This design comes from an exercise in tuning for small area, a short achievable clock period and few clock cycles on the open sky130 flow, not from production work. Function was checked by simulation only, so behaviour that the tests miss may differ from the original. No activity file was given, so power comes from the tool's default toggle rates.

run 1:
## core
module core
#(
    parameter PC_WIDTH = 32,
    parameter DATA_WIDTH = 32
)
(
    input  logic        clk,
    input  logic        async_rst_n,
    output logic [PC_WIDTH-1:0]   PC_F,
    input  logic [DATA_WIDTH-1:0] instruction,
    output logic                  write_enable,
    output logic [DATA_WIDTH-1:0] addr,
    output logic [DATA_WIDTH-1:0] data_to_dmem,
    output logic [3:0]            byte_enablers,
    input  logic [DATA_WIDTH-1:0] data_from_dmem
);
Size in the first run: roughly 5500 cells after synthesis, ~1300 flip-flops, ~170 I/O pins, about 64000 µm² of cells after synthesis.
==> flow/config.mk <==
export PLATFORM = sky130hd
export DESIGN_NAME = core
export DESIGN_NICKNAME = core
export VERILOG_FILES = /design/flow/design.v
export SDC_FILE = /design/flow/constraint.sdc
export NUM_CORES = 8
export LEC_CHECK = 0
export CAP_MARGIN = 20
export CORE_MARGIN = 2
export CORE_UTILIZATION = 55
export PLACE_DENSITY = 0.72
export SLEW_MARGIN = 20
==> flow/constraint.sdc <==
create_clock -name core_clock -period 10.0 [get_ports {clk}]
set_input_delay 2.0000 -clock core_clock [delete_from_list [all_inputs] [get_ports {clk}]]
set_output_delay 2.0000 -clock core_clock [all_outputs]
set_load 0.01 [all_outputs]
standard.sh (not shown) runs the stock make flow with config.mk's settings and CLKGATE_MAP_FILE= SYNTH_SCRIPT=/design/flow/synth_recipe.tcl, a recipe that flattens the netlist after the stock synthesis.
==> flow/flow/run.sh <==
#!/bin/bash
set -euo pipefail
mapfile -t ARGS < flow/make_args
bash standard.sh "${ARGS[@]}" finish > standard_flow.log 2>&1
==> flow/flow/make_args <==
SETUP_SLACK_MARGIN=6.0
CTS_ARGS=-sink_clustering_enable -repair_clock_nets -dont_use_dummy_load -buf_list sky130_fd_sc_hd__clkbuf_16 -sink_clustering_size 25 -sink_clustering_max_diameter 60
Testbench counts of run 1, summed over its fixed seeds: cycles 58,520.
> inputs changed (run 1 -> run 2)
- a change of PLACE_DENSITY from 0.72 to 0.75
- a change of CORE_UTILIZATION from 55 to 60
==> flow/flow/make_args <==
SETUP_SLACK_MARGIN=6.25
CTS_ARGS=-sink_clustering_enable -repair_clock_nets -dont_use_dummy_load -buf_list sky130_fd_sc_hd__clkbuf_16 -sink_clustering_size 25 -sink_clustering_max_diameter 60
Notes after the runs:
- Slew at the pin with the worst max-slew slack: run 1 and run 2 compared, higher one is run 2
- The share of total power consumed by net switching of run 2 exceeds that of run 1 by 0.16 points.
- The sequential share of layout area in run 2 sits 1.5 points below the value recorded for run 1.
Changes in run 3 relative to run 2:
- removing PLACE_DENSITY (formerly 0.75)
- changing CORE_UTILIZATION from 60 to 40
==> flow/flow/make_args <==
SETUP_SLACK_MARGIN=5.0
CTS_ARGS=-sink_clustering_enable -repair_clock_nets -dont_use_dummy_load -buf_list sky130_fd_sc_hd__clkbuf_16 -sink_clustering_size 25 -sink_clustering_max_diameter 60
[summary]
Any difference in clock slew at the register clock pins of the worst setup and hold paths between run 3 and run 2 is small enough to ignore.
Against run 2, run 3 comes in 0.58 ns lower on final worst setup slack.
Summary of the comparison: number of instances in the placed design is higher in run 3, relative to run 2.
## Diff of input files: run 4 against run 3
- changing CORE_UTILIZATION from 40 to 50
- setting PLACE_DENSITY to 0.7 for the first time
==> flow/flow/make_args <==
SETUP_SLACK_MARGIN=6.0
CTS_ARGS=-sink_clustering_enable -repair_clock_nets -dont_use_dummy_load -buf_list sky130_fd_sc_hd__clkbuf_16 -sink_clustering_size 25 -sink_clustering_max_diameter 60
[summary]
In terms of post-CTS clock slew at the launch and capture registers of the worst setup and hold paths, run 3 and run 4 differ only marginally.
Run 4 ended up with pc_q[30] as its capturing element of the worst setup path; run 3 ended up with b_E[10].
Run 3 → run 4: non-clock buffer count higher; maximum frequency went up about 18%.


## nickel
Starting RTL as in the previous note.
Settings: LEC_CHECK=0, CAP_MARGIN=20, CORE_MARGIN=2, CORE_UTILIZATION=65, PLACE_DENSITY=0.8, SLEW_MARGIN=20; clock period 10.0 ns.
==> flow/flow/make_args <==
SETUP_SLACK_MARGIN=6.0
CTS_ARGS=-sink_clustering_enable -repair_clock_nets -dont_use_dummy_load -buf_list sky130_fd_sc_hd__clkbuf_16 -sink_clustering_size 25 -sink_clustering_max_diameter 60
Scripts as last shown in full above: flow/flow/run.sh
Testbench counts of nickel, summed over its fixed seeds: cycles 58,520.
#### Input delta (yarrow over nickel)
- clearing PLACE_DENSITY, which used to be 0.8
- swapping 65 for 40 in CORE_UTILIZATION
==> flow/flow/make_args <==
SETUP_SLACK_MARGIN=5.5
CTS_ARGS=-sink_clustering_enable -repair_clock_nets -dont_use_dummy_load -buf_list sky130_fd_sc_hd__clkbuf_16 -sink_clustering_size 25 -sink_clustering_max_diameter 60
==> results.txt <==
- In yarrow the overall global routing resource usage turned out 20 points lower than in nickel.
- Relative to nickel, the timing-limited maximum frequency of yarrow is lower by about 7%.
- Highest cell delay on the worst timing path (lower): nickel
- Run comparison: nickel beginning of the critical path instruction[20]; yarrow beginning of the critical path instruction[17]
- When yarrow is set beside nickel, its number of antenna violations at the first check in global routing turns out to be 5 smaller.
> inputs changed (yarrow -> fjord)
- setting PLACE_DENSITY to 0.75 for the first time
- changing CORE_UTILIZATION from 40 to 60
==> flow/flow/make_args <==
SETUP_SLACK_MARGIN=6.0
CTS_ARGS=-sink_clustering_enable -repair_clock_nets -dont_use_dummy_load -buf_list sky130_fd_sc_hd__clkbuf_16 -sink_clustering_size 25 -sink_clustering_max_diameter 60
Results
Insertion delay of the later-clocked pin in the worst-skew pair: fjord vs yarrow up 0.03 ns. Row via count: fjord higher / yarrow lower. fjord went all the way through synthesis, placement and routing and the layout is clean on timing, DRC and antenna. fjord: sequential power is about 0.9% higher than what yarrow reported. Looking at overall power consumption, fjord sits 0.00046 W higher than yarrow does. fjord vs yarrow: final-layout clock buffer total down by a few percent. yarrow reports its critical path launch point as instruction[17] while fjord reports instruction[9]. Delta(total number of multi-input combinational cells, fjord - yarrow) > 0.
Modified inputs, quartz compared to fjord
- CORE_UTILIZATION now 50, was 60
- PLACE_DENSITY now 0.7, was 0.75
==> flow/flow/make_args <==
SETUP_SLACK_MARGIN=5.75
CTS_ARGS=-sink_clustering_enable -repair_clock_nets -dont_use_dummy_load -buf_list sky130_fd_sc_hd__clkbuf_16 -sink_clustering_size 25 -sink_clustering_max_diameter 60
==> comparison <==
The higher final period utilization came out of quartz. Against fjord, the final cell area of quartz is lower. Of quartz and fjord, the run reporting the lower final critical delay including setup and external delays was fjord.


Another version of the RTL of core (not shown whole).
For scale: ~5700 cells after synthesis, about 1300 flip-flops, ~170 I/O pins, about 66000 µm² of cells after synthesis.
Design core, start of the top module:
module core
#(
    parameter PC_WIDTH = 32,
    parameter DATA_WIDTH = 32
)
(
    input  logic        clk,
    input  logic        async_rst_n,
    output logic [PC_WIDTH-1:0]   PC_F,
    input  logic [DATA_WIDTH-1:0] instruction,
    output logic                  write_enable,
    output logic [DATA_WIDTH-1:0] addr,
    output logic [DATA_WIDTH-1:0] data_to_dmem,
    output logic [3:0]            byte_enablers,
    input  logic [DATA_WIDTH-1:0] data_from_dmem
);
==> flow/config.mk <==
export PLATFORM = sky130hd
export DESIGN_NAME = core
export DESIGN_NICKNAME = core
export VERILOG_FILES = /design/flow/design.v
export SDC_FILE = /design/flow/constraint.sdc
export NUM_CORES = 8
export LEC_CHECK = 0
export CAP_MARGIN = 20
export CORE_MARGIN = 2
export CORE_UTILIZATION = 30
export SLEW_MARGIN = 20
==> flow/constraint.sdc <==
create_clock -name core_clock -period 10.0 [get_ports {clk}]
set_input_delay 2.0000 -clock core_clock [delete_from_list [all_inputs] [get_ports {clk}]]
set_output_delay 2.0000 -clock core_clock [all_outputs]
set_load 0.01 [all_outputs]
==> flow/flow/make_args <==
SETUP_SLACK_MARGIN=6.5
CTS_ARGS=-sink_clustering_enable -repair_clock_nets -dont_use_dummy_load -buf_list sky130_fd_sc_hd__clkbuf_16 -sink_clustering_size 25 -sink_clustering_max_diameter 60
Scripts as last shown in full above: flow/flow/run.sh
Testbench counts at the start, summed over its fixed seeds: cycles 58,520.
Edit:
CORE_UTILIZATION = 40   (was 30)
Effect:
- sequential cell count does not change
- die area fell by 25%
- register-to-register slack improved by 130 ps
- sequential power is about the same
- sequential share of layout area rose by 0.28 points
- via count rose by 0.48%
- synthesized cell count does not change
- total power rose by about 1.7%
- hold slack got worse by 3.1 ps
- utilization rose by 13 points
- final area fell by about 0.8%

[static timing again, ports no longer ideal]
The results above use ideal ports. As a check the final layouts listed here were re-extracted and re-timed, cells and wires unchanged. Step 1 assumes that a clkbuf_16 drives the clock port and a buf_2 every other input. Step 2 moves the port delays by t, midway between the first and last clock arrival at a register: inputs arrive t later, outputs are due t later. That takes back most of the time a late clock gives input paths. a / b / c = ideal / step 1 / step 2; a / b = the first two.
run	t, ns	setup slack, ns	worst setup path at the end	latest minus earliest clock arrival (ns)
run 1	0.781	5.400 / 5.434 / 4.652	input to register	0.145 / 0.145
run 2	0.787	5.548 / 5.516 / 4.729	input to register	0.160 / 0.160
run 3	0.819	4.963 / 5.029 / 4.210	input to register	0.174 / 0.174
run 4	0.763	5.720 / 5.598 / 4.835	input to register	0.147 / 0.148
nickel	0.792	5.600 / 5.513 / 4.721	input to register	0.145 / 0.144
yarrow	0.785	5.256 / 5.314 / 4.529	input to register	0.150 / 0.151
fjord	0.801	5.731 / 5.587 / 4.786	input to register	0.158 / 0.159
quartz	0.775	5.439 / 5.470 / 4.695	input to register	0.151 / 0.151
the first run of note 3	0.843	5.611 / 5.654 / 4.812	input to register	0.175 / 0.175
the second run of note 3	0.858	5.630 / 5.563 / 4.706	input to register	0.155 / 0.155
After both steps every run listed still meets setup and hold. For fjord, which loses most, drivers alone change the setup slack by -0.144 ns; drivers and shift together by -0.945 ns.
